This design comes from an exercise in tuning for small area, a short achievable clock period and few clock cycles on the open sky130 flow, not from production work. Only simulation tests tie the RTL to the original design; equivalence was not proved. No driver is modelled on the clock port, so clocking that relies on it looks cheaper here than on a real chip. No activity file was given, so power comes from the tool's default toggle rates.

## flow/design.v (module list and top-level ports; edited modules follow where they fit)
// module macci: 881 lines
module macci(input  wire  clk,
             input  wire  clk_en,
             input  wire  reset,
             input  wire  [7:0]  n,
             input  wire  start,
             output reg   done,
             input  wire  [31:0] dataa,
             input  wire  [31:0] datab,
             output wire  [31:0] result);
  // ...
==> flow/flow/run.sh <==
#!/bin/bash
# The standard layout (standard.sh: the standard flow's synthesis and ORFS's steps, same
# constraints), with these changes to how it is made:
#  - after the standard synthesis, flow/polarity.py removes the inverters that
#    synthesis leaves around full adders (same function, same flip-flops) and
#    the netlist is read in again;
#  - the timing repair steps aim for MARGIN ns of setup slack beyond the
#    constraints instead of 0, so they size the logic for a shorter period;
#  - the port buffers are sky130_fd_sc_hd__buf_1 (every port still gets one);
#  - CTS adds no dummy loads;
#  - after CTS, flow/skew.tcl delays the clock of the internal registers
#    between the multiplier stage and the accumulator stage (ps, pc, dq) by a
#    few clock buffers, moving slack from the second stage to the first.  No
#    register that an input port feeds or that feeds an output port is moved.
# Logs: log_*.log here, and each ORFS step's own log under orfs/logs/.
set -euo pipefail
cd "$(dirname "$0")/.."
MARGIN=7.4
R=orfs/results/$FLOW_PLATFORM/macci/base
KNOBS=("SETUP_SLACK_MARGIN=$MARGIN"
       "BUFFER_PORTS_ARGS=-buffer_cell sky130_fd_sc_hd__buf_1"
       "CTS_ARGS=-sink_clustering_enable -repair_clock_nets -dont_use_dummy_load")
bash standard.sh synth > log_synth.log 2>&1
python3 flow/polarity.py $R/1_2_yosys.v $R/1_2_yosys.pol.v > log_polarity.log 2>&1
cp $R/1_2_yosys.v $R/1_2_yosys.std.v
mv $R/1_2_yosys.pol.v $R/1_2_yosys.v
rm -f $R/1_synth.odb $R/1_synth.sdc
bash standard.sh "${KNOBS[@]}" cts > log_cts.log 2>&1
cp $R/4_cts.odb $R/4_cts.noskew.odb
SKEW_IN=$R/4_cts.noskew.odb SKEW_OUT=$R/4_cts.odb \
  SKEW_BUFS="sky130_fd_sc_hd__clkbuf_1 sky130_fd_sc_hd__clkbuf_1 sky130_fd_sc_hd__clkbuf_2 sky130_fd_sc_hd__clkbuf_8" \
  SKEW_REGS='^(ps|pc|dq)[^a-z]' openroad -exit -no_init flow/skew.tcl > log_skew.log 2>&1
bash standard.sh "${KNOBS[@]}" finish > log_layout.log 2>&1
==> flow/flow/polarity.py <==
#!/usr/bin/env python3
"""Inverter clean-up for a mapped sky130 netlist (Yosys write_verilog output).

Full adders are self-dual: FA(~a,~b,~c) = (~sum, ~cout); nand2 on
complemented inputs is the complement of nor2, a21oi of o21ai, and so on.
Synthesis leaves many inverters on full-adder pins; this script removes every
inverter that does not drive a port, then picks for each such cell whether to
build it (as itself or its dual) on complemented signals, and for each
xor2/xnor2 its output polarity (swapping xor2 <-> xnor2), to minimise the
area of the inverters still needed plus the area the swaps add, and adds one
inv_1 per signal that still needs its complement.
The function of the netlist is unchanged; flip-flops are not touched.

usage: polarity.py IN.v OUT.v
"""
import math
import random
import re
import sys

OUTPINS = {"X", "Y", "Q", "Q_N", "SUM", "COUT", "HI", "LO"}
LIB = "sky130_fd_sc_hd__"
ITERS = 1000000
LIBTXT = open("/OpenROAD-flow-scripts/flow/platforms/sky130hd/lib/sky130_fd_sc_hd__tt_025C_1v80.lib").read()

def main(inp, outp):
    src = open(inp).read()
    inst_re = re.compile(r"(?:\(\*[^)]*\*\)\s*)?(" + LIB + r"\w+)\s+(\\\S+\s|[\w$]+)\s*\((.*?)\);", re.S)
    insts = list(inst_re.finditer(src))
    header = src[: insts[0].start()]
    footer = src[insts[-1].end():]
    ports = set()
    m = re.search(r"module\s+\w+\s*\((.*?)\);", src, re.S)
    portnames = [p.strip() for p in m.group(1).split(",")]
    # every bit of an output port is a net whose driver must stay
    outs = set()
    for pm in re.finditer(r"output\s+(\[(\d+):(\d+)\]\s*)?(\w+)\s*;", header):
        if pm.group(1):
            hi, lo = int(pm.group(2)), int(pm.group(3))
            for i in range(min(hi, lo), max(hi, lo) + 1):
                outs.add(f"{pm.group(4)}[{i}]")
        else:
            outs.add(pm.group(4))
    cells = []
    for im in insts:
        typ, name, body = im.group(1), im.group(2).strip(), im.group(3)
        pins = [(p, n.strip()) for p, n in re.findall(r"\.(\w+)\(([^()]*)\)", body)]
        cells.append([typ, name, pins])
    kind = lambda t: t[len(LIB):].rsplit("_", 1)[0]
    driver = {}
    for ci, (typ, name, pins) in enumerate(cells):
        for p, n in pins:
            if p in OUTPINS:
                driver[n] = ci
    removable = set()
    for ci, (typ, name, pins) in enumerate(cells):
        if kind(typ) in ("inv", "clkinv"):
            y = dict(pins)["Y"]
            if y not in outs:
                removable.add(ci)

    def resolve(n):
        b = 0
        while n in driver and driver[n] in removable:
            n = dict(cells[driver[n]][2])["A"]
            b ^= 1
        return n, b

    # cells that can be rebuilt on complemented inputs, giving the complement:
    # kind -> (dual kind, pins that are not complemented)
    DUAL = {"fa": ("fa", ()), "maj3": ("maj3", ()), "buf": ("buf", ()),
            "mux2": ("mux2", ("S",)),
            "nand2": ("nor2", ()), "nor2": ("nand2", ()),
            "nand3": ("nor3", ()), "nor3": ("nand3", ()),
            "nand4": ("nor4", ()), "nor4": ("nand4", ()),
            "and2": ("or2", ()), "or2": ("and2", ()),
            "and3": ("or3", ()), "or3": ("and3", ()),
            "a21oi": ("o21ai", ()), "o21ai": ("a21oi", ()),
            "a22oi": ("o22ai", ()), "o22ai": ("a22oi", ()),
            "a21o": ("o21a", ()), "o21a": ("a21o", ()),
            "a22o": ("o22a", ()), "o22a": ("a22o", ()),
            "a211oi": ("o211ai", ()), "o211ai": ("a211oi", ()),
            "a31oi": ("o31ai", ()), "o31ai": ("a31oi", ()),
            "a32oi": ("o32ai", ()), "o32ai": ("a32oi", ()),
            "a221oi": ("o221ai", ()), "o221ai": ("a221oi", ())}
    area = {m.group(1): float(m.group(2)) for m in re.finditer(
        r'cell \("?' + LIB + r'(\w+)"?\)\s*\{.*?area\s*:\s*([0-9.]+)', LIBTXT, re.S)}
    def dual_type(typ):
        k = kind(typ)
        if k not in DUAL:
            return None
        size = typ.rsplit("_", 1)[1]
        d = f"{DUAL[k][0]}_{size}"
        if d not in area:
            return None
        return LIB + d
    FA = {ci for ci, c in enumerate(cells) if dual_type(c[0]) and kind(c[0]) not in ("buf",)}
    darea = {ci: area[dual_type(cells[ci][0])[len(LIB):]] - area[cells[ci][0][len(LIB):]] for ci in FA}
    fixedpins = {ci: DUAL[kind(cells[ci][0])][1] for ci in FA}
    XO = {ci for ci, c in enumerate(cells) if kind(c[0]) in ("xor2", "xnor2")}
    # consumers: (cell, pin, root, b); xor inputs never need an inverter
    cons = []
    for ci, (typ, name, pins) in enumerate(cells):
        if ci in removable:
            continue
        for p, n in pins:
            if p in OUTPINS:
                continue
            r, b = resolve(n)
            cons.append((ci, p, r, b))
    var = {ci: 0 for ci in FA | XO}
    rootcons = {}
    for k, (ci, p, r, b) in enumerate(cons):
        rootcons.setdefault(r, []).append(k)
    incons = {}
    for k, (ci, p, r, b) in enumerate(cons):
        incons.setdefault(ci, []).append(k)
    drives = {}
    for n, ci in driver.items():
        drives.setdefault(ci, []).append(n)

    def phase(r):
        ci = driver.get(r)
        return var.get(ci, 0) if ci is not None else 0

    def needs(k):
        ci, p, r, b = cons[k]
        if ci in XO:
            return 0
        return b ^ (var[ci] if ci in FA and p not in fixedpins[ci] else 0) ^ phase(r)

    cnt = {r: sum(needs(k) for k in ks) for r, ks in rootcons.items()}
    INV = 3.7536
    cost = INV * sum(1 for v in cnt.values() if v)
    start = cost

    def affected(ci):
        ks = set()
        for n in drives.get(ci, []):
            ks.update(rootcons.get(n, []))
        if ci in FA:
            ks.update(k for k in incons.get(ci, []) if cons[k][1] not in fixedpins[ci])
        return ks

    def flip(ci):
        nonlocal cost
        ks = affected(ci)
        roots = {cons[k][2] for k in ks}
        before = sum(1 for r in roots if cnt[r])
        for k in ks:
            cnt[cons[k][2]] -= needs(k)
        var[ci] ^= 1
        for k in ks:
            cnt[cons[k][2]] += needs(k)
        after = sum(1 for r in roots if cnt[r])
        d = INV * (after - before)
        if ci in darea:
            d += darea[ci] if var[ci] else -darea[ci]
        cost += d
        return d

    rng = random.Random(1)
    order = sorted(var)
    # simulated annealing over the flips, then a greedy pass
    temp = 2.0
    decay = (0.05 / 2.0) ** (1.0 / ITERS)
    for it in range(ITERS):
        ci = order[rng.randrange(len(order))]
        d = flip(ci)
        if d > 0 and rng.random() >= math.exp(-d / (INV * temp)):
            flip(ci)
        temp *= decay
    improved = True
    while improved:
        improved = False
        rng.shuffle(order)
        for ci in order:
            d = flip(ci)
            if d < -1e-9:
                improved = True
            elif d > 1e-9 or rng.random() < 0.5:
                flip(ci)
    ninv = sum(1 for v in cnt.values() if v)
    sys.stderr.write(f"inverters: {len(removable)} removed, {ninv} added; "
                     f"{sum(var[c] for c in FA)} of {len(FA)} cells rebuilt on complemented inputs; "
                     f"area change {cost - INV * len(removable) + 0.0:.1f} um2 (before: {start - INV * len(removable):.1f})\n")

    # rebuild
    invnet = {}
    body = []
    def lit(r, want_inv):
        if not want_inv:
            return r
        if r not in invnet:
            invnet[r] = f"_pol{len(invnet)}_"
        return invnet[r]
    def fmt(n):
        return n + " " if n.startswith("\\") else n
    newdecl = []
    for ci, (typ, name, pins) in enumerate(cells):
        if ci in removable:
            continue
        conn = []
        if ci in XO:
            ins = [(p, n) for p, n in pins if p not in OUTPINS]
            outn = [n for p, n in pins if p in OUTPINS][0]
            x = 1 if kind(typ) == "xnor2" else 0
            for p, n in ins:
                r, b = resolve(n)
                x ^= b ^ phase(r)
                conn.append((p, r))
            x ^= var[ci]
            size = typ.rsplit("_", 1)[1]
            typ = f"{LIB}{'xnor2' if x else 'xor2'}_{size}"
            conn.append(("Y" if x else "X", outn))
        else:
            for p, n in pins:
                if p in OUTPINS:
                    conn.append((p, n))
                else:
                    r, b = resolve(n)
                    inv = b ^ (var[ci] if ci in FA and p not in fixedpins[ci] else 0) ^ phase(r)
                    conn.append((p, lit(r, inv)))
            if ci in FA and var[ci]:
                typ = dual_type(typ)
        body.append(f"  {typ} {fmt(name)} (\n" + ",\n".join(f"    .{p}({fmt(n)})" for p, n in conn) + "\n  );\n")
    for r, y in invnet.items():
        body.append(f"  {LIB}inv_1 {y}inst (\n    .A({fmt(r)}),\n    .Y({y})\n  );\n")
    decl = "".join(f"  wire {y};\n" for y in invnet.values())
    open(outp, "w").write(header + decl + "".join(body) + footer)

if __name__ == "__main__":
    main(sys.argv[1], sys.argv[2])
==> flow/flow/skew.tcl <==
# Delays the clock of the registers between stage 1 and stage 2 (ps, pc, dq):
# for each clock-tree leaf net that drives some of them, a short chain of
# clock buffers is put between that net and those registers' clock pins.
# This is skew between internal register stages only: every path it helps or
# hurts starts and ends at a register of the design.
# env: SKEW_IN, SKEW_OUT (odb), SKEW_BUFS (buffer masters, first to last),
#      SKEW_REGS (regexp of register instance names)
read_db $::env(SKEW_IN)
set db [ord::get_db]
set block [ord::get_db_block]
set bufs $::env(SKEW_BUFS)
set re $::env(SKEW_REGS)
array set groups {}
foreach inst [$block getInsts] {
  if {![regexp $re [$inst getName]]} { continue }
  set ck [$inst findITerm CLK]
  if {$ck == "NULL"} { continue }
  set net [$ck getNet]
  lappend groups([$net getName]) $ck
}
set k 0
foreach netname [lsort [array names groups]] {
  set sinks $groups($netname)
  set sx 0; set sy 0
  foreach ck $sinks {
    set b [[$ck getInst] getBBox]
    set sx [expr {$sx + ([$b xMin] + [$b xMax]) / 2}]
    set sy [expr {$sy + ([$b yMin] + [$b yMax]) / 2}]
  }
  set cx [expr {$sx / [llength $sinks]}]
  set cy [expr {$sy / [llength $sinks]}]
  set drv [$block findNet $netname]
  set i 0
  foreach m $bufs {
    set master [$db findMaster $m]
    set inst [odb::dbInst_create $block $master "skewbuf_${k}_$i"]
    $inst setLocation $cx $cy
    $inst setPlacementStatus PLACED
    set out [odb::dbNet_create $block "skewnet_${k}_$i"]
    $out setSigType CLOCK
    [$inst findITerm A] connect $drv
    [$inst findITerm X] connect $out
    set drv $out
    incr i
  }
  foreach ck $sinks {
    $ck disconnect
    $ck connect $drv
  }
  puts "skew: [llength $sinks] registers on $netname behind $i buffers"
  incr k
}
detailed_placement
check_placement -verbose
write_db $::env(SKEW_OUT)
==> flow/standard.sh <==
#!/bin/bash
# synth_recipe.tcl (not shown) runs the flow's synth.tcl, then flattens the netlist and writes it again
# the make line also repeats each setting of config.mk as NAME=value (left out here)
make -C /OpenROAD-flow-scripts/flow DESIGN_CONFIG=/design/flow/config.mk WORK_HOME=/design/flow/orfs CLKGATE_MAP_FILE= SYNTH_SCRIPT=/design/flow/synth_recipe.tcl "${@:-finish}"
==> flow/config.mk <==
export PLATFORM = sky130hd
export DESIGN_NAME = macci
export DESIGN_NICKNAME = macci
export VERILOG_FILES = /design/flow/design.v
export SDC_FILE = /design/flow/constraint.sdc
export NUM_CORES = 4
export LEC_CHECK = 0
export ABC_AREA = 1
export CAP_MARGIN = 20
export CORE_MARGIN = 2
export CORE_UTILIZATION = 65
export SLEW_MARGIN = 20
==> flow/constraint.sdc <==
create_clock -name core_clock -period 11.0 [get_ports {clk}]
set_input_delay 2.2000 -clock core_clock [delete_from_list [all_inputs] [get_ports {clk}]]
set_output_delay 2.2000 -clock core_clock [all_outputs]
set_load 0.01 [all_outputs]
==> metrics.yaml, run 1 <==
detailed_routing:
  wl_per_cell_microns: 23.3
  via_per_inst: 6.37
  vias: 14821
cells_and_area:
  layout_commonest_cell: "o22ai_1"
  post-route-util_pct: 75.7
  drive_gt1_share_pct: 15.8
  final_cell_mix: "o22ai_1, xor2_1, nand2_1"
  sh_seq_area_pct: 22.9
  multi_input_area_share_pct: 60.3
  clk_share_pct: 2.10
  signal_buffer_area_fraction_pct: 10.2
sta:
  tns_ps: 0
  finalSetupViolCount: 0
  worst_slew_pin_slew_ps: 844
  layout_setup_ws_ps: 7540
  drv_slew: 0
min_path:
  min_path_cells: 0
  holdPathEnd: "dq[0]$_DFF_PP0_"
run:
  max-cap-violations: 0
die:
  rows: 60
  num_io_pins: 109
  dieArea_sq_um: 28300
  initial_core_util_pct: 65.7
cts:
  cts_resized: 162
worst_setup_path:
  slowest_delay_ps: 800
  required_ps: 11690
  regToRegStartpoint: "arn[3]$_DFF_PP1_"
  path_cells: "o22ai_1 > xor2_1 > fa_1 > fa_2 > fa_2 > fa_2 > fa_1"
  endpoint: "pc[28]$_DFF_PP0_"
  r2r_slack_ps: 7540
placed_design:
  preCtsSetupSlack_ps: 6600
status:
  status: "no timing/DRC/antenna violations"
power_and_ir_drop:
  p_seq_share_pct: 18.3
  p_comb_mw: 4.21
Testbench counts, summed over its fixed seeds: cycles 5,395.
==> inputs of run 2 (changes only) <==
--- a/flow/design.v
+++ b/flow/design.v
@@ -23,32 +23,48 @@
   begin
+    neg[0] <= datab[1];
     onen[0] <= ~(datab[0] ^ 1'b0);
     twon[0] <= ~((datab[1] & ~datab[0] & ~1'b0) | (~datab[1] & datab[0] & 1'b0));
+    neg[1] <= datab[3];
     onen[1] <= ~(datab[2] ^ datab[1]);
     twon[1] <= ~((datab[3] & ~datab[2] & ~datab[1]) | (~datab[3] & datab[2] & datab[1]));
+    neg[2] <= datab[5];
     onen[2] <= ~(datab[4] ^ datab[3]);
     twon[2] <= ~((datab[5] & ~datab[4] & ~datab[3]) | (~datab[5] & datab[4] & datab[3]));
+    neg[3] <= datab[7];
     onen[3] <= ~(datab[6] ^ datab[5]);
     twon[3] <= ~((datab[7] & ~datab[6] & ~datab[5]) | (~datab[7] & datab[6] & datab[5]));
+    neg[4] <= datab[9];
     onen[4] <= ~(datab[8] ^ datab[7]);
     twon[4] <= ~((datab[9] & ~datab[8] & ~datab[7]) | (~datab[9] & datab[8] & datab[7]));
+    neg[5] <= datab[11];
     onen[5] <= ~(datab[10] ^ datab[9]);
     twon[5] <= ~((datab[11] & ~datab[10] & ~datab[9]) | (~datab[11] & datab[10] & datab[9]));
+    neg[6] <= datab[13];
     onen[6] <= ~(datab[12] ^ datab[11]);
     twon[6] <= ~((datab[13] & ~datab[12] & ~datab[11]) | (~datab[13] & datab[12] & datab[11]));
+    neg[7] <= datab[15];
     onen[7] <= ~(datab[14] ^ datab[13]);
     twon[7] <= ~((datab[15] & ~datab[14] & ~datab[13]) | (~datab[15] & datab[14] & datab[13]));
+    neg[8] <= datab[17];
     onen[8] <= ~(datab[16] ^ datab[15]);
     twon[8] <= ~((datab[17] & ~datab[16] & ~datab[15]) | (~datab[17] & datab[16] & datab[15]));
+    neg[9] <= datab[19];
     onen[9] <= ~(datab[18] ^ datab[17]);
     twon[9] <= ~((datab[19] & ~datab[18] & ~datab[17]) | (~datab[19] & datab[18] & datab[17]));
+    neg[10] <= datab[21];
     onen[10] <= ~(datab[20] ^ datab[19]);
     twon[10] <= ~((datab[21] & ~datab[20] & ~datab[19]) | (~datab[21] & datab[20] & datab[19]));
+    neg[11] <= datab[23];
     onen[11] <= ~(datab[22] ^ datab[21]);
     twon[11] <= ~((datab[23] & ~datab[22] & ~datab[21]) | (~datab[23] & datab[22] & datab[21]));
+    neg[12] <= datab[25];
     onen[12] <= ~(datab[24] ^ datab[23]);
     twon[12] <= ~((datab[25] & ~datab[24] & ~datab[23]) | (~datab[25] & datab[24] & datab[23]));
+    neg[13] <= datab[27];
     onen[13] <= ~(datab[26] ^ datab[25]);
     twon[13] <= ~((datab[27] & ~datab[26] & ~datab[25]) | (~datab[27] & datab[26] & datab[25]));
+    neg[14] <= datab[29];
     onen[14] <= ~(datab[28] ^ datab[27]);
     twon[14] <= ~((datab[29] & ~datab[28] & ~datab[27]) | (~datab[29] & datab[28] & datab[27]));
+    neg[15] <= datab[31];
     onen[15] <= ~(datab[30] ^ datab[29]);
@@ -56,7 +72,2 @@
   end
-  always @(posedge clk or posedge reset)
-    if (reset)
-      neg <= 16'h0;
-    else
-      neg <= {datab[31], datab[29], datab[27], datab[25], datab[23], datab[21], datab[19], datab[17], datab[15], datab[13], datab[11], datab[9], datab[7], datab[5], datab[3], datab[1]};
   assign pp0_0 = ~((onen[0] | arn[0]) & (twon[0] | 1'b1)) ^ neg[0];
@@ -855,2 +866,4 @@
   assign c2 = {t265s, t264s, t263s, t262s, t261s, t260s, t259s, t258s, t257s, t256s, t255s, t254s, t253s, t252s, t251s, t250s, t249s, t248s, t247s, t246s, t245s, t244s, t243s, t242s, t241s, t240s, t239s, t238s, t237s, t236s, t235s, accg[0]};
+  always @(posedge clk)
+    arn <= (go & n[0]) ? ~dataa : 32'hffffffff;
   always @(posedge clk or posedge reset)
@@ -858,3 +871,2 @@
     if (reset) begin
-      arn  <= 32'hffffffff;
       clr0 <= 1'b0;
@@ -868,3 +880,2 @@
     end else begin
-      arn <= (go & n[0]) ? ~dataa : 32'hffffffff;
       clr0 <= go & n[1];
--- a/flow/flow/run.sh
+++ b/flow/flow/run.sh
@@ -9,7 +9,3 @@
 #  - the port buffers are sky130_fd_sc_hd__buf_1 (every port still gets one);
-#  - CTS adds no dummy loads;
-#  - after CTS, flow/skew.tcl delays the clock of the internal registers
-#    between the multiplier stage and the accumulator stage (ps, pc, dq) by a
-#    few clock buffers, moving slack from the second stage to the first.  No
-#    register that an input port feeds or that feeds an output port is moved.
+#  - CTS adds no dummy loads.
 # Logs: log_*.log here, and each ORFS step's own log under orfs/logs/.
@@ -17,3 +13,3 @@
 cd "$(dirname "$0")/.."
-MARGIN=7.4
+MARGIN=7.2
 R=orfs/results/$FLOW_PLATFORM/macci/base
@@ -27,7 +23,2 @@
 rm -f $R/1_synth.odb $R/1_synth.sdc
-bash standard.sh "${KNOBS[@]}" cts > log_cts.log 2>&1
-cp $R/4_cts.odb $R/4_cts.noskew.odb
-SKEW_IN=$R/4_cts.noskew.odb SKEW_OUT=$R/4_cts.odb \
-  SKEW_BUFS="sky130_fd_sc_hd__clkbuf_1 sky130_fd_sc_hd__clkbuf_1 sky130_fd_sc_hd__clkbuf_2 sky130_fd_sc_hd__clkbuf_8" \
-  SKEW_REGS='^(ps|pc|dq)[^a-z]' openroad -exit -no_init flow/skew.tcl > log_skew.log 2>&1
 bash standard.sh "${KNOBS[@]}" finish > log_layout.log 2>&1
removed: flow/flow/skew.tcl
==> metrics.yaml, run 2 <==
detailed_routing:
  wirelength_microns: 48300  # was 54,100 microns
  drtIter0Drc: 1394  # was 1,731
  highest-signal-layer: "met4"  # unchanged
  antenna_left: 0  # unchanged
  vias: 13924  # was 14,821
  drc_errors: 0  # unchanged
  wl_met3_microns: 4440  # was 5470 microns
  routed-wl-met2_microns: 22300  # was 25,000 microns
  wl_per_cell_microns: 21.9  # was 23.3 microns
  via_per_inst: 6.32  # was 6.37
  first_pass_iters: 5  # was 6
  wl_met1_microns: 18200  # was 19,100 microns
status:
  status: "no timing/DRC/antenna violations"  # unchanged
min_path:
  min_path_cells: 0  # unchanged
  worstHoldPathType: "reg2reg"  # unchanged
sta:
  worst_slew_pin_slew_ps: 844  # about the same
  tns_ps: 0  # unchanged
  hold_viol_final: 0  # unchanged
  rsz0062_at_grt: "true"  # was false
  finalSetupViolCount: 0  # unchanged
  layout_setup_ws_ps: 7260  # was 7540 ps
  max_slew_margin_pct: 43.8  # was 43.7%
  period_minus_slack_ps: 3740  # was 3460 ps
  period_share_pct: 34.0  # was 31.4%
  fin_skew_ps: 29.3  # was 477 ps
  drv_slew: 0  # unchanged
  fmax_mhz: 267  # was 289 MHz
power_and_ir_drop:
  p_leak_nw: 8.10  # was 8.80 nW
  powerDensity_nw_per_um2: 303  # was 300 nW/um^2
  ir_worst_vdd_uv: 345  # was 175 uV
synth:
  syn_nets: 2191  # was 2,189
  yosys_warnings: 1  # unchanged
  syn-cell-area_sq_um: 17200  # was 17,500 sq um
  syn_inst: 1827  # was 1,825
  avgSynthCellArea_sq_um: 9.39  # was 9.61 sq um
placed_design:
  io_buffers: 102  # unchanged
  post-dp-hpwl_microns: 33800  # was 34,800 microns
  preCtsSetupSlack_ps: 6610  # was 6600 ps
  gp_congestion: 0.929  # was 0.939
  placed_area_sq_um: 17600  # was 17,900 sq um
cells_and_area:
  final_cell_mix: "o22ai_1, xor2_1, nand2_1"  # unchanged
  diodes: 0  # unchanged
  fin_nets: 2234  # was 2,352
  layout_commonest_cell: "o22ai_1"  # unchanged
  synthToLayoutAreaGrowth_pct: 8.76  # was 15.3%
  fin_area_sq_um: 18700  # was 20,200 sq um
  drive_gt1_share_pct: 7.39  # was 15.8%
  top_regs: "acc: 32 flops, arn: 32 flops, ps: 32 flops"  # unchanged
cts:
  clk_pin_slew_ps: 80  # was 70 ps
  cts_root_buffer: "clkbuf_16"  # unchanged
  cts_num_sinks: 186  # unchanged
  htree_levels: 4  # unchanged
  clock_path_buffers: 2  # unchanged
  clock_latency_ps: 450  # was 870 ps
  cts_buffers: 17  # unchanged
  cts_tree: "yes"  # unchanged
die:
  initial_core_util_pct: 66.0  # was 65.7%
  die_h_microns: 166  # was 168 microns
  dieArea_sq_um: 27700  # was 28,300 sq um
  rows: 59  # was 60
  num_io_pins: 109  # unchanged
  die_w_microns: 166  # was 168 microns
  design.core.area_sq_um: 26000  # was 26,700 sq um
worst_setup_path:
  worst_path_max_delay_cell: "fa_1"  # was dfstp_4
  cp-start-kind: "flop"  # unchanged
  slowest_delay_ps: 540  # was 800 ps
  worstPathArrival_ps: 4110  # was 4150 ps
  path_cells: "buf_12 > o22ai_1 > xor2_1 > fa_1 > fa_1 > fa_1 > fa_1 > fa_1"  # was o22ai_1 > xor2_1 > fa_1 > fa_2 > fa_2 > fa_2 > fa_1
  required_ps: 11360  # was 11,690 ps
  setup.worst_path.end_class: "flop"  # unchanged
  r2r_cells: 8  # was 7
  crit_top_cell: "fa_1"  # was fa_2
  worstPathMaxFanout: 33  # was 16
  crit_type: "reg2reg"  # unchanged
global_routing:
  grt_pass1_vias: 14278  # was 15,770
  antenna_found_initial: 0  # unchanged
  grt_overflow: 0  # unchanged
  grt_max_degree: 64  # was 70
  grt_pass1_wl_microns: 75900  # was 84,600 microns
  grtUsageTotal_pct: 35.2  # was 39.7%
run:
  max-cap-violations: 0  # unchanged
-- run 2: worst max-delay path, delay by kind of cell, from the launching register on --
kind	cells	cell delay (ps)
xor+xnor	1	350
flops	1	330
compound gates	1	200
buf+inv	1	170
fa+ha+maj	5	2590
-- run 2: path summary, 6_finish.rpt --
path / from / endpoint / slack [ps]
max: onen[0]$_DFF_P_ / pc[19]$_DFF_PP0_ / 7260
min: clr0$_DFF_PP0_ / clr1$_DFF_PP0_ / 350
max reg2reg: onen[0]$_DFF_P_ / pc[19]$_DFF_PP0_ / 7260
min reg2reg: clr0$_DFF_PP0_ / clr1$_DFF_PP0_ / 350
max in group asynchronous: reset / ps[19]$_DFF_PP0_ / 7900
min in group asynchronous: reset / acc[2]$_DFF_PP0_ / 2010
-- run 2: repair_timing --
item / CTS / global route
buffers inserted: 15 / 7
setup endpoints to repair: 25 / 27
cloned: 2 / 2
resized for setup: 57 / 53
pin swaps: 0 / 5
hold buffers: 0 / 0
-- run 2: final cells by class --
type	count	area (sq um)
Fill cell	1987	7320
Timing Repair inverter	1	7.51
Sequential cell	186	4320
Tap cell	335	419
Inverter	113	454
Timing Repair Buffer	155	1000
Multi-Input combinational cell	1396	12000
Clock buffer	17	425
-- run 2: report_power, final --
group	switching (mW)	total [mW]	internal (mW)	leakage, nW
Clock	0.253	0.523	0.270	0.209
Sequential	0.158	1.10	0.944	1.91
Combinational	2.46	4.04	1.58	5.98
-- run 2: stage by stage --
step           hold WS [ps]  util (%)  cells  power, mW
2_1_floorplan           331         -   1827       3.90
3_5_place_dp            335      67.8   2160       5.06
6_report                351      71.8   2203       5.66
5_1_grt                 359      71.8   2203       6.20
4_1_cts                 352      70.6   2194       5.61
3_3_place_gp            337      67.8   2160       4.98
-- run 2: per-layer routing --
layer	vias up	GRT usage, %
met1	6749	44.6
met4	0	22.1
met5	-	0
li1	6099	-
met3	211	6.63
met2	865	56.4
Testbench counts of run 2, summed over its fixed seeds: cycles 5,395.

afterwards: timing with drivers on the ports:
No port has a modelled driver above. Below, the same layouts with a new extraction and two added sets of constraints. Step 1 assumes that a clkbuf_16 drives the clock port and a buf_2 every other input. Step 2, shift: input delay + t, output delay - t, t = (earliest + latest rising clock arrival at the registers) / 2. This alone moves slack from input paths to output paths. Slacks: ideal / step 1 / step 2; pairs: ideal / step 1.
run | t, ns | setup slack, ns | latest minus earliest clock arrival (ns) | pins driven straight from the clock port
run 1 | 0.688 | 7.544 / 7.544 / 7.274 | 0.477 / 0.476 | 1
run 2 | 0.480 | 7.258 / 7.258 / 7.258 | 0.030 / 0.030 | 1
Clock arrivals are far apart in run 1, so t is only a midpoint there and step 2 fits no single register. The setup slack of run 1, which loses most, moves by 0.000 ns with the drivers and by -0.270 ns with both steps. Setup slack includes reset recovery checks.
